Background: an optimization exercise with open tools, aiming at small area. Do not read the settings as production practice.
Function not checked in this run: the RTL went through the layout flow alone.
No activity file was given, so power comes from the tool's default toggle rates.

**run.sh**
```bash
#!/bin/bash
# synth_recipe.tcl (not shown) runs the flow's synth.tcl, then flattens the netlist and writes it again
# the make line also repeats each setting of config.mk as NAME=value (left out here)
make -C /OpenROAD-flow-scripts/flow DESIGN_CONFIG=/design/flow/config.mk WORK_HOME=/design/flow/orfs CLKGATE_MAP_FILE= SYNTH_SCRIPT=/design/flow/synth_recipe.tcl finish
```
**config.mk**
```make
export PLATFORM = sky130hd
export DESIGN_NAME = rgb2ycbcr
export DESIGN_NICKNAME = rgb2ycbcr
export VERILOG_FILES = /design/flow/design.v
export SDC_FILE = /design/flow/constraint.sdc
export NUM_CORES = 4
export LEC_CHECK = 0
export CAP_MARGIN = 20
export CORE_MARGIN = 2
export CORE_UTILIZATION = 40
export SLEW_MARGIN = 20
export SYNTH_HIERARCHICAL = 1
```
**constraint.sdc**
```tcl
create_clock -name core_clock -period 5.0 [get_ports {clk}]
set_input_delay 1.0000 -clock core_clock [delete_from_list [all_inputs] [get_ports {clk}]]
set_output_delay 1.0000 -clock core_clock [all_outputs]
set_load 0.01 [all_outputs]
```
**design.v**
```verilog
module rgb2ycbcr(
	input                       clk,rst_n,
	input[7:0]                  rgb_r,
	input[7:0]                  rgb_g,
	input[7:0]                  rgb_b,
	input                       rgb_de,
	output[7:0]                 ycbcr_y,
	output[7:0]                 ycbcr_cb,
	output[7:0]                 ycbcr_cr,
	output reg                  ycbcr_de
);
reg [7:0] r1, g1, b1;
always @(posedge clk) begin
	r1 <= rgb_r; g1 <= rgb_g; b1 <= rgb_b;
end
reg [8:0] e1;
reg [8:0] e2;
reg [3:0] y2_q;
reg [3:0] y2_h;
reg [0:0] y2_k;
reg [7:0] y3, cb3, cr3, y4, cb4, cr4;
wire i1 = ~g1[0];
wire s2, c2;
rgb2ycbcr_ha u2 (.a(b1[0]), .b(i1), .s(s2), .co(c2));
wire i3 = ~g1[1];
wire s4, c4;
rgb2ycbcr_fa u4 (.a(b1[1]), .b(i3), .c(c2), .s(s4), .co(c4));
wire i5 = ~g1[2];
wire s6, c6;
rgb2ycbcr_fa u6 (.a(b1[2]), .b(i5), .c(c4), .s(s6), .co(c6));
wire i7 = ~g1[3];
wire s8, c8;
rgb2ycbcr_fa u8 (.a(b1[3]), .b(i7), .c(c6), .s(s8), .co(c8));
wire i9 = ~g1[4];
wire s10, c10;
rgb2ycbcr_fa u10 (.a(b1[4]), .b(i9), .c(c8), .s(s10), .co(c10));
wire i11 = ~g1[5];
wire s12, c12;
rgb2ycbcr_fa u12 (.a(b1[5]), .b(i11), .c(c10), .s(s12), .co(c12));
wire i13 = ~g1[6];
wire s14, c14;
rgb2ycbcr_fa u14 (.a(b1[6]), .b(i13), .c(c12), .s(s14), .co(c14));
wire i15 = ~g1[7];
wire s16, c16;
rgb2ycbcr_fa u16 (.a(b1[7]), .b(i15), .c(c14), .s(s16), .co(c16));
wire s17, c17;
rgb2ycbcr_ha u17 (.a(r1[0]), .b(i1), .s(s17), .co(c17));
wire s18, c18;
rgb2ycbcr_fa u18 (.a(r1[1]), .b(i3), .c(c17), .s(s18), .co(c18));
wire s19, c19;
rgb2ycbcr_fa u19 (.a(r1[2]), .b(i5), .c(c18), .s(s19), .co(c19));
wire s20, c20;
rgb2ycbcr_fa u20 (.a(r1[3]), .b(i7), .c(c19), .s(s20), .co(c20));
wire s21, c21;
rgb2ycbcr_fa u21 (.a(r1[4]), .b(i9), .c(c20), .s(s21), .co(c21));
wire s22, c22;
rgb2ycbcr_fa u22 (.a(r1[5]), .b(i11), .c(c21), .s(s22), .co(c22));
wire s23, c23;
rgb2ycbcr_fa u23 (.a(r1[6]), .b(i13), .c(c22), .s(s23), .co(c23));
wire s24, c24;
rgb2ycbcr_fa u24 (.a(r1[7]), .b(i15), .c(c23), .s(s24), .co(c24));
wire c25 = r1[0]&b1[0];
wire c26 = (r1[1]&b1[1])|(r1[1]&c25)|(b1[1]&c25);
wire c27 = (r1[2]&b1[2])|(r1[2]&c26)|(b1[2]&c26);
wire s28, c28;
rgb2ycbcr_fa u28 (.a(r1[3]), .b(b1[0]), .c(b1[3]), .s(s28), .co(c28));
wire c29 = s28&c27;
wire s30, c30;
rgb2ycbcr_fa u30 (.a(r1[4]), .b(g1[0]), .c(b1[0]), .s(s30), .co(c30));
wire s31, c31;
rgb2ycbcr_fa u31 (.a(b1[1]), .b(b1[4]), .c(c28), .s(s31), .co(c31));
wire c32 = (s30&s31)|(s30&c29)|(s31&c29);
wire s33, c33;
rgb2ycbcr_fa u33 (.a(r1[5]), .b(g1[1]), .c(b1[1]), .s(s33), .co(c33));
wire s34, c34;
rgb2ycbcr_fa u34 (.a(b1[2]), .b(b1[5]), .c(c30), .s(s34), .co(c34));
wire s35, c35;
rgb2ycbcr_fa u35 (.a(s33), .b(c31), .c(s34), .s(s35), .co(c35));
wire c36 = s35&c32;
wire s37, c37;
rgb2ycbcr_fa u37 (.a(r1[0]), .b(r1[6]), .c(g1[2]), .s(s37), .co(c37));
wire s38, c38;
rgb2ycbcr_fa u38 (.a(b1[2]), .b(b1[3]), .c(b1[6]), .s(s38), .co(c38));
wire s39, c39;
rgb2ycbcr_fa u39 (.a(c33), .b(s37), .c(s38), .s(s39), .co(c39));
wire s40, c40;
rgb2ycbcr_fa u40 (.a(c34), .b(s39), .c(c35), .s(s40), .co(c40));
wire c41 = s40&c36;
wire s42 = ~(r1[1]^r1[7]);
wire c43 = r1[1]|r1[7];
wire s44, c44;
rgb2ycbcr_fa u44 (.a(g1[0]), .b(g1[3]), .c(b1[3]), .s(s44), .co(c44));
wire s45, c45;
rgb2ycbcr_fa u45 (.a(b1[4]), .b(b1[7]), .c(c37), .s(s45), .co(c45));
wire s46, c46;
rgb2ycbcr_fa u46 (.a(c38), .b(s42), .c(s44), .s(s46), .co(c46));
wire s47, c47;
rgb2ycbcr_fa u47 (.a(c39), .b(s45), .c(s46), .s(s47), .co(c47));
wire c48 = (s47&c40)|(s47&c41)|(c40&c41);
wire s49, c49;
rgb2ycbcr_fa u49 (.a(r1[2]), .b(g1[1]), .c(g1[4]), .s(s49), .co(c49));
wire s50, c50;
rgb2ycbcr_fa u50 (.a(b1[4]), .b(b1[5]), .c(c43), .s(s50), .co(c50));
wire s51, c51;
rgb2ycbcr_fa u51 (.a(c44), .b(s49), .c(c45), .s(s51), .co(c51));
wire s52, c52;
rgb2ycbcr_fa u52 (.a(c46), .b(s50), .c(s51), .s(s52), .co(c52));
wire s53, c53;
rgb2ycbcr_fa u53 (.a(c47), .b(s52), .c(c48), .s(s53), .co(c53));
wire s54, c54;
rgb2ycbcr_fa u54 (.a(r1[3]), .b(g1[2]), .c(g1[5]), .s(s54), .co(c54));
wire s55, c55;
rgb2ycbcr_fa u55 (.a(b1[5]), .b(b1[6]), .c(c49), .s(s55), .co(c55));
wire s56, c56;
rgb2ycbcr_fa u56 (.a(s54), .b(c50), .c(s55), .s(s56), .co(c56));
wire s57, c57;
rgb2ycbcr_fa u57 (.a(c51), .b(s56), .c(c52), .s(s57), .co(c57));
wire s58, c58;
rgb2ycbcr_ha u58 (.a(s57), .b(c53), .s(s58), .co(c58));
wire s59, c59;
rgb2ycbcr_fa u59 (.a(r1[4]), .b(g1[3]), .c(g1[6]), .s(s59), .co(c59));
wire s60, c60;
rgb2ycbcr_fa u60 (.a(b1[6]), .b(b1[7]), .c(c54), .s(s60), .co(c60));
wire s61, c61;
rgb2ycbcr_fa u61 (.a(s59), .b(c55), .c(s60), .s(s61), .co(c61));
wire s62, c62;
rgb2ycbcr_fa u62 (.a(c56), .b(s61), .c(c57), .s(s62), .co(c62));
wire s63, c63;
rgb2ycbcr_ha u63 (.a(s62), .b(c58), .s(s63), .co(c63));
wire s64, c64;
rgb2ycbcr_fa u64 (.a(r1[5]), .b(g1[4]), .c(g1[7]), .s(s64), .co(c64));
wire s65, c65;
rgb2ycbcr_fa u65 (.a(b1[7]), .b(c59), .c(s64), .s(s65), .co(c65));
wire s66, c66;
rgb2ycbcr_fa u66 (.a(c60), .b(s65), .c(c61), .s(s66), .co(c66));
wire s67, c67;
rgb2ycbcr_fa u67 (.a(s66), .b(c62), .c(c63), .s(s67), .co(c67));
wire s68 = ~(r1[6]^g1[5]);
wire c69 = r1[6]|g1[5];
wire s70, c70;
rgb2ycbcr_fa u70 (.a(c64), .b(s68), .c(c65), .s(s70), .co(c70));
wire s71, c71;
rgb2ycbcr_ha u71 (.a(s70), .b(c66), .s(s71), .co(c71));
wire s72, c72;
rgb2ycbcr_fa u72 (.a(r1[7]), .b(g1[6]), .c(c69), .s(s72), .co(c72));
wire s73, c73;
rgb2ycbcr_fa u73 (.a(s72), .b(c70), .c(c71), .s(s73), .co(c73));
wire s74, c74;
rgb2ycbcr_fa u74 (.a(g1[7]), .b(c72), .c(c73), .s(s74), .co(c74));
wire s75, c75;
rgb2ycbcr_ha u75 (.a(y2_h[0]), .b(y2_k[0]), .s(s75), .co(c75));
wire s76, c76;
rgb2ycbcr_ha u76 (.a(y2_h[1]), .b(c75), .s(s76), .co(c76));
wire s77, c77;
rgb2ycbcr_ha u77 (.a(y2_h[2]), .b(c76), .s(s77), .co(c77));
wire s78, c78;
rgb2ycbcr_ha u78 (.a(y2_h[3]), .b(c77), .s(s78), .co(c78));
wire i79 = ~e1[0];
wire i80 = ~e1[1];
wire i81 = ~e1[2];
wire i82 = ~e1[3];
wire i83 = ~e1[4];
wire i84 = ~e1[5];
wire i85 = ~e1[6];
wire i86 = ~e1[7];
wire i87 = ~e1[8];
wire c88 = e2[0]|e2[1];
wire c89 = (e2[1]&e2[2])|(e2[1]&c88)|(e2[2]&c88);
wire s90, c90;
rgb2ycbcr_fa u90 (.a(e1[0]), .b(e2[2]), .c(e2[3]), .s(s90), .co(c90));
wire c91 = s90|c89;
wire s92, c92;
rgb2ycbcr_fa u92 (.a(e1[1]), .b(e2[0]), .c(e2[3]), .s(s92), .co(c92));
wire s93, c93;
rgb2ycbcr_fa u93 (.a(e2[4]), .b(c90), .c(s92), .s(s93), .co(c93));
wire c94 = c91|s93;
wire s95, c95;
rgb2ycbcr_fa u95 (.a(e1[2]), .b(e2[1]), .c(e2[4]), .s(s95), .co(c95));
wire s96, c96;
rgb2ycbcr_fa u96 (.a(e2[5]), .b(c92), .c(s95), .s(s96), .co(c96));
wire c97 = (c93&s96)|(c93&c94)|(s96&c94);
wire s98, c98;
rgb2ycbcr_fa u98 (.a(e1[3]), .b(e2[2]), .c(e2[5]), .s(s98), .co(c98));
wire s99, c99;
rgb2ycbcr_fa u99 (.a(e2[6]), .b(i79), .c(c95), .s(s99), .co(c99));
wire s100, c100;
rgb2ycbcr_fa u100 (.a(s98), .b(c96), .c(s99), .s(s100), .co(c100));
wire c101 = s100|c97;
wire s102, c102;
rgb2ycbcr_ha u102 (.a(e1[4]), .b(e2[3]), .s(s102), .co(c102));
wire s103, c103;
rgb2ycbcr_fa u103 (.a(e2[6]), .b(e2[7]), .c(i80), .s(s103), .co(c103));
wire s104, c104;
rgb2ycbcr_fa u104 (.a(c98), .b(s102), .c(s103), .s(s104), .co(c104));
wire s105, c105;
rgb2ycbcr_fa u105 (.a(c99), .b(s104), .c(c100), .s(s105), .co(c105));
wire c106 = s105|c101;
wire s107 = s105^c101;
wire x108 = ~s107;
wire s109, c109;
rgb2ycbcr_ha u109 (.a(e1[5]), .b(e2[4]), .s(s109), .co(c109));
wire s110, c110;
rgb2ycbcr_fa u110 (.a(e2[7]), .b(e2[8]), .c(i81), .s(s110), .co(c110));
wire s111, c111;
rgb2ycbcr_fa u111 (.a(c102), .b(c103), .c(s109), .s(s111), .co(c111));
wire s112, c112;
rgb2ycbcr_fa u112 (.a(s110), .b(c104), .c(s111), .s(s112), .co(c112));
wire s113, c113;
rgb2ycbcr_fa u113 (.a(s112), .b(c105), .c(c106), .s(s113), .co(c113));
wire s114, c114;
rgb2ycbcr_fa u114 (.a(e1[6]), .b(e2[5]), .c(e2[8]), .s(s114), .co(c114));
wire s115, c115;
rgb2ycbcr_fa u115 (.a(i82), .b(c109), .c(c110), .s(s115), .co(c115));
wire s116, c116;
rgb2ycbcr_fa u116 (.a(s114), .b(c111), .c(s115), .s(s116), .co(c116));
wire s117, c117;
rgb2ycbcr_fa u117 (.a(c112), .b(s116), .c(c113), .s(s117), .co(c117));
wire s118, c118;
rgb2ycbcr_ha u118 (.a(e1[7]), .b(e2[6]), .s(s118), .co(c118));
wire s119, c119;
rgb2ycbcr_fa u119 (.a(i83), .b(c114), .c(s118), .s(s119), .co(c119));
wire s120, c120;
rgb2ycbcr_fa u120 (.a(c115), .b(s119), .c(c116), .s(s120), .co(c120));
wire c121 = s120|c117;
wire s122 = s120^c117;
wire x123 = ~s122;
wire s124, c124;
rgb2ycbcr_fa u124 (.a(e1[8]), .b(e2[7]), .c(i84), .s(s124), .co(c124));
wire s125, c125;
rgb2ycbcr_fa u125 (.a(c118), .b(s124), .c(c119), .s(s125), .co(c125));
wire s126, c126;
rgb2ycbcr_fa u126 (.a(s125), .b(c120), .c(c121), .s(s126), .co(c126));
wire s127, c127;
rgb2ycbcr_fa u127 (.a(e2[8]), .b(i85), .c(c124), .s(s127), .co(c127));
wire s128, c128;
rgb2ycbcr_fa u128 (.a(s127), .b(c125), .c(c126), .s(s128), .co(c128));
wire s129, c129;
rgb2ycbcr_ha u129 (.a(i86), .b(c127), .s(s129), .co(c129));
wire c130 = s129|c128;
wire s131 = s129^c128;
wire x132 = ~s131;
wire s133, c133;
rgb2ycbcr_ha u133 (.a(i87), .b(c129), .s(s133), .co(c133));
wire c134 = s133|c130;
wire s135 = s133^c130;
wire x136 = ~s135;
wire i137 = ~e2[0];
wire i138 = ~e2[1];
wire i139 = ~e2[2];
wire i140 = ~e2[3];
wire i141 = ~e2[4];
wire i142 = ~e2[5];
wire i143 = ~e2[6];
wire i144 = ~e2[7];
wire i145 = ~e2[8];
wire c146 = (e2[0]&e1[0])|(e2[0]&e1[3])|(e1[0]&e1[3]);
wire s147, c147;
rgb2ycbcr_fa u147 (.a(e2[1]), .b(e1[1]), .c(e1[4]), .s(s147), .co(c147));
wire c148 = c146|s147;
wire s149, c149;
rgb2ycbcr_fa u149 (.a(e2[2]), .b(e1[2]), .c(e1[5]), .s(s149), .co(c149));
wire c150 = (c147&s149)|(c147&c148)|(s149&c148);
wire s151, c151;
rgb2ycbcr_fa u151 (.a(e2[3]), .b(e1[3]), .c(e1[6]), .s(s151), .co(c151));
wire s152, c152;
rgb2ycbcr_fa u152 (.a(i137), .b(c149), .c(s151), .s(s152), .co(c152));
wire c153 = s152|c150;
wire s154, c154;
rgb2ycbcr_ha u154 (.a(e2[4]), .b(e1[4]), .s(s154), .co(c154));
wire s155, c155;
rgb2ycbcr_fa u155 (.a(e1[7]), .b(i138), .c(c151), .s(s155), .co(c155));
wire s156, c156;
rgb2ycbcr_fa u156 (.a(s154), .b(c152), .c(s155), .s(s156), .co(c156));
wire c157 = c153|s156;
wire s158 = c153^s156;
wire x159 = ~s158;
wire s160, c160;
rgb2ycbcr_ha u160 (.a(e2[5]), .b(e1[5]), .s(s160), .co(c160));
wire s161, c161;
rgb2ycbcr_fa u161 (.a(e1[8]), .b(i139), .c(c154), .s(s161), .co(c161));
wire s162, c162;
rgb2ycbcr_fa u162 (.a(s160), .b(c155), .c(s161), .s(s162), .co(c162));
wire s163, c163;
rgb2ycbcr_fa u163 (.a(c156), .b(s162), .c(c157), .s(s163), .co(c163));
wire s164, c164;
rgb2ycbcr_ha u164 (.a(e2[6]), .b(e1[6]), .s(s164), .co(c164));
wire s165, c165;
rgb2ycbcr_fa u165 (.a(i140), .b(c160), .c(s164), .s(s165), .co(c165));
wire s166, c166;
rgb2ycbcr_fa u166 (.a(c161), .b(s165), .c(c162), .s(s166), .co(c166));
wire c167 = s166|c163;
wire s168 = s166^c163;
wire x169 = ~s168;
wire s170, c170;
rgb2ycbcr_ha u170 (.a(e2[7]), .b(e1[7]), .s(s170), .co(c170));
wire s171, c171;
rgb2ycbcr_fa u171 (.a(i141), .b(c164), .c(s170), .s(s171), .co(c171));
wire s172, c172;
rgb2ycbcr_fa u172 (.a(c165), .b(s171), .c(c166), .s(s172), .co(c172));
wire c173 = s172|c167;
wire s174 = s172^c167;
wire x175 = ~s174;
wire s176, c176;
rgb2ycbcr_ha u176 (.a(e2[8]), .b(e1[8]), .s(s176), .co(c176));
wire s177, c177;
rgb2ycbcr_fa u177 (.a(i142), .b(c170), .c(s176), .s(s177), .co(c177));
wire s178, c178;
rgb2ycbcr_fa u178 (.a(c171), .b(s177), .c(c172), .s(s178), .co(c178));
wire c179 = c173|s178;
wire s180 = c173^s178;
wire x181 = ~s180;
wire s182, c182;
rgb2ycbcr_fa u182 (.a(i143), .b(c176), .c(c177), .s(s182), .co(c182));
wire s183, c183;
rgb2ycbcr_fa u183 (.a(s182), .b(c178), .c(c179), .s(s183), .co(c183));
wire s184, c184;
rgb2ycbcr_ha u184 (.a(i144), .b(c182), .s(s184), .co(c184));
wire c185 = s184|c183;
wire s186 = s184^c183;
wire x187 = ~s186;
wire s188, c188;
rgb2ycbcr_ha u188 (.a(i145), .b(c184), .s(s188), .co(c188));
wire c189 = s188|c185;
wire s190 = s188^c185;
wire x191 = ~s190;
always @(posedge clk) begin
	e1[0] <= s2;
	e1[1] <= s4;
	e1[2] <= s6;
	e1[3] <= s8;
	e1[4] <= s10;
	e1[5] <= s12;
	e1[6] <= s14;
	e1[7] <= s16;
	e1[8] <= c16;
	e2[0] <= s17;
	e2[1] <= s18;
	e2[2] <= s19;
	e2[3] <= s20;
	e2[4] <= s21;
	e2[5] <= s22;
	e2[6] <= s23;
	e2[7] <= s24;
	e2[8] <= c24;
	y2_q[0] <= s53;
	y2_q[1] <= s58;
	y2_q[2] <= s63;
	y2_q[3] <= s67;
	y2_h[0] <= s71;
	y2_h[1] <= s73;
	y2_h[2] <= s74;
	y2_h[3] <= c74;
	y2_k[0] <= c67;
end
wire [7:0] y_d = {s78,s77,s76,s75,y2_q[3],y2_q[2],y2_q[1],y2_q[0]};
wire [7:0] cb_d = {~x136,~x132,~s128,~s126,~x123,~s117,~s113,~x108};
wire [7:0] cr_d = {~x191,~x187,~s183,~x181,~x175,~x169,~s163,~x159};
always @(posedge clk) begin
	y3 <= y_d;  cb3 <= cb_d;  cr3 <= cr_d;
	y4 <= y3;   cb4 <= cb3;   cr4 <= cr3;
end
assign ycbcr_y = y4;
assign ycbcr_cb = cb4;
assign ycbcr_cr = cr4;
reg de1, de2, de3;
always @(posedge clk or negedge rst_n) begin
	if (!rst_n) begin
		de1 <= 1'b0; de2 <= 1'b0; de3 <= 1'b0; ycbcr_de <= 1'b0;
	end else begin
		de1 <= rgb_de; de2 <= de1; de3 <= de2; ycbcr_de <= de3;
	end
end
endmodule
module rgb2ycbcr_fa(input a, input b, input c, output s, output co);
	assign s = a ^ b ^ c;
	assign co = (a & b) | (a & c) | (b & c);
endmodule
module rgb2ycbcr_ha(input a, input b, output s, output co);
	assign s = a ^ b;
	assign co = a & b;
endmodule
```
==> impl_results.md <==
- Starting Density: 41.1%
- Initial antenna violation count: 0
- Max clock buf depth: 2
- Worst setup endpoint: cb3[6]
- Fmax: 0.218 GHz
- Core ar.: 11400 um^2
- Most frequent cell on the critical path: fa_1
- Arr. time, crit path: just under 5 ns
- Worst-path fanout max: 5
- # hold bufs at CTS: 0
- Vias/cell: 4.30
- Largest net degree at the start of global routing: 19
- R2R Path End: cb3[6]
- Clock power frac: 21.0%
- Vias in the first global route: 2571
- FF-to-FF path depth: 16
- Clock-pin slew on the worst setup and hold paths: 0.07 ns
- Net Sw Power: roughly 0.0011 W
- Synthesized instance count: 306
- H-tree Lvls: 3
- Outcome: no timing/DRC/antenna violations
- Top FF cell, synth: dfxtp_1
- Post-synthesis sequential area ratio: 44.4%
- Fill count: 1011
- Netlist cell types: 21
- Fin crit period: 4.58 ns
- Commonest non-fill, non-tap cell in the layout: dfxtp_1
- Post-synth EDFFs: 0
- # setup viols final: 0
- Crit end category: register
- R2R setup slack: around 0.42 ns
- Final Hold Fails: 0
- Global Route Usage Sum: a little over an eighth
- Most frequent cells in the layout: dfxtp_1 (99), fa_1 (92), inv_1 (55)
- Routed via count: 2226
- HPWL after DPL: around 6.1 mm
- Crit. path cell count: 16
- Reg2reg start: e2[4]
- Clock latency on the worst-skew pair: 0.35 ns
- Top delay family on crit path: adder cells
- Fraction of registers with async set or reset after synthesis: 3.88%
- Avg WL per Cell: between 10 and 15 um
- Slew @ Worst Pin: ~0.34 ns
- Buffers on Ports: 51
- Hold slack: around 0.33 ns
- Syn avg cell area: 15.3 um^2
- Flop pwr share: between 30% and 40%
- Placed Cells incl. Taps: 502
- Required time worst endpoint: 5.24 ns
- Nets@finish: between 500 and 600
- Max cap viols: 0
- Die W: ~110 um
- Clk_skew: 0.00655 ns
- Syn nets: roughly 460
- Crit-path slowest cell: dfxtp_1
- GRT overflow: 0
- GPL Wtd Cong: 0.838
- Area delta synth->final: 21.6%
- Post_cts resized: 0
- DRC Markers: 0
- Io pins: 52
- CP startpoint: e2[4]
- First-pass GRT wire length: 12.8 mm
- PwrDens: 602 nW/um^2
- #FFs+latches synth: about 100
- Worst relative slew slack: 77.5%
- Critical path class: reg2reg
- Row count: 39
- Critical path startpoint category: register
- Max stage delay on crit path: 0.47 ns
- Setup bufs post-CTS: 0
- RSZ-0062 raised after global routing: false
- Die Ht: about 110 um
- Mapped Area: around 4700 um^2
- Int Pwr: ~0.0023 W
- Post-DRT Antenna Nets: 0
- Final non-filler cell total: 518
- CTS tree: built
- Final Max Tran Viols: 0
- Logic pwr share: 42.3%
- DIE AREA: 12600 um^2
- Count of inserted antenna diode cells: 0
- Final worst path period share: 91.6%
- Critical path buffer and inverter count: 5
- Ys Warns: 7
- Root buf cell: clkbuf_16
- Setup Total Neg Slack: 0 ns
- DR pass1 iterations: 4
- VDD IR max: 0.289 mV
- Starting DRC count in detailed routing: 34
- Hold Path Class: reg2reg
- Num CTS Buffers: 9
- Clock sinks: 103
- CP cell instances: fa_1 -> fa_1 -> fa_1 -> fa_1 -> inv_1 -> ha_1 -> inv_1 -> fa_1 -> fa_1 -> inv_1 -> ha_1 -> inv_1 -> fa_1 -> fa_1 -> inv_1 -> ha_1
- Share of layout cells above drive strength 1: 5.60%
- LEAKAGE: 2.50 nW
- Sw Share: roughly a third
- DRT Wirelength: 7.40 mm
[final cells by class]
class | instances | area [um^2] | share of cell area (%)
sequential | 103 | 2080 | 36.5
tap | 143 | 179 | 3.14
inverter | 55 | 206 | 3.62
timing repair buffer | 53 | 526 | 9.21
clock inverter | 6 | 71.3 | 1.25
multi-input combinational | 148 | 2400 | 42.1
clock buffer | 10 | 239 | 4.19
[cells in the mapped netlist (2+ instances only)]
library cell,number,area share (%)
o21ai_1,2,0.21
o211ai_1,3,0.48
a21oi_1,4,0.43
nor2_1,3,0.24
fa_1,92,39
xnor2_1,2,0.37
ha_1,31,8.3
inv_1,55,4.4
dfrtp_1,4,2.1
dfxtp_1,99,42
[worst min-delay path by stage]
stage,from,endpoint,slack (ns),cells past startpoint
finish,cb3[1],cb4[1],0.33,0
floorplan,cb3[0],cb4[0],0.31,0
CTS,cb3[4],cb4[4],0.33,0
global route,cr3[5],cr4[5],0.33,0
detailed placement,cb3[0],cb4[0],0.31,0
global placement,cb3[1],cb4[1],0.31,0
[per-module statistics from Yosys (local to each module, per instance)]
module        cell area, um^2  copies in the design  cells inside  flops+latches
rgb2ycbcr_ha             12.5                    21             1              0
rgb2ycbcr                2590                     1           193            103
rgb2ycbcr_fa             20.0                    92             1              0
[worst register-to-register path, stage by stage (launching register included)]
cell	delay, ns
dfxtp_1	0.47
fa_1	0.47
fa_1	0.41
fa_1	0.43
fa_1	0.44
inv_1	0.07
ha_1	0.15
inv_1	0.05
fa_1	0.37
fa_1	0.36
inv_1	0.06
ha_1	0.14
inv_1	0.05
fa_1	0.37
fa_1	0.37
inv_1	0.06
ha_1	0.22
[registers in the layout, indices dropped and copies added (netlist names), 8 cells and up]
name / cells
cb4: 8
cr3: 8
y4: 8
r1: 8
g1: 8
b1: 8
y3: 8
e2: 9
cr4: 8
e1: 9
cb3: 8
[power by group through the flow]
| stage | Combinational, W | Sequential (W) | Clock [W] |
|---|---|---|---|
| 3_3_place_gp | 0.00149 | 0.00128 | 0 |
| 4_1_cts | 0.00152 | 0.00127 | 0.000748 |
| 6_report | 0.00145 | 0.00126 | 0.000723 |
| 5_1_grt | 0.00175 | 0.00129 | 0.000780 |
| 3_5_place_dp | 0.00149 | 0.00128 | 0 |
| 2_1_floorplan | 0.000947 | 0.00131 | 0 |
[through the flow]
stage	setup WS, ns	utilization [%]	area [um^2]	total power [W]
CTS	0.377	50.0	5710	0.00354
global placement	0.456	47.2	5400	0.00277
detailed placement	0.424	47.2	5400	0.00278
global route	0.210	50.0	5710	0.00383
finish	0.421	50.0	5710	0.00343
floorplan	0.630	-	4690	0.00225
[routing by layer]
layer / GRT usage (%) / routed length, um
met2: 22.8 / 3770
met1: 16.7 / 3130
met5: 0 / 0
met3: 3.73 / 294
met4: 6.50 / 208
[cell families (layout without fill, tap and decap cells)]
| logic type | after synthesis | after routing | synth area share [%] |
|---|---|---|---|
| adder cells (fa/ha/maj) | 125 | 125 | 48.0 |
| flip-flops | 103 | 103 | 44.4 |
| XOR/XNOR | 2 | 2 | 0.374 |
| AND/OR/NAND/NOR | 8 | 8 | 1.04 |
| buffers and inverters | 55 | 124 | 4.40 |
| AO/OA/AOI/OAI | 13 | 13 | 1.81 |

[re-timing with driven ports]
The results above use ideal ports. As a check the final layout listed here was re-extracted and re-timed, cells and wires unchanged.
Step 1: set_driving_cell puts a clkbuf_16 on clk and a buf_2 on each other input, an assumption about the parent block.
Step 2 adds t to the input delays and takes it off the output delays; t is the mean of the earliest and latest rising clock arrival at the registers after step 1. Input paths then give back, and output paths get back, about the clock's delay inside the block.
Slacks: ideal ports / drivers / drivers and shift; pairs: ideal ports / drivers.
t (ns): 0.387
setup WS [ns]: 0.421 / 0.421 / 0.421
worst setup path after step 2: register to register
worst slew at a driven data input, ns: 0.04
After both steps setup and hold are still met in this run. The setup slack of this run moves by 0.000 ns with the drivers and by 0.000 ns with both steps.
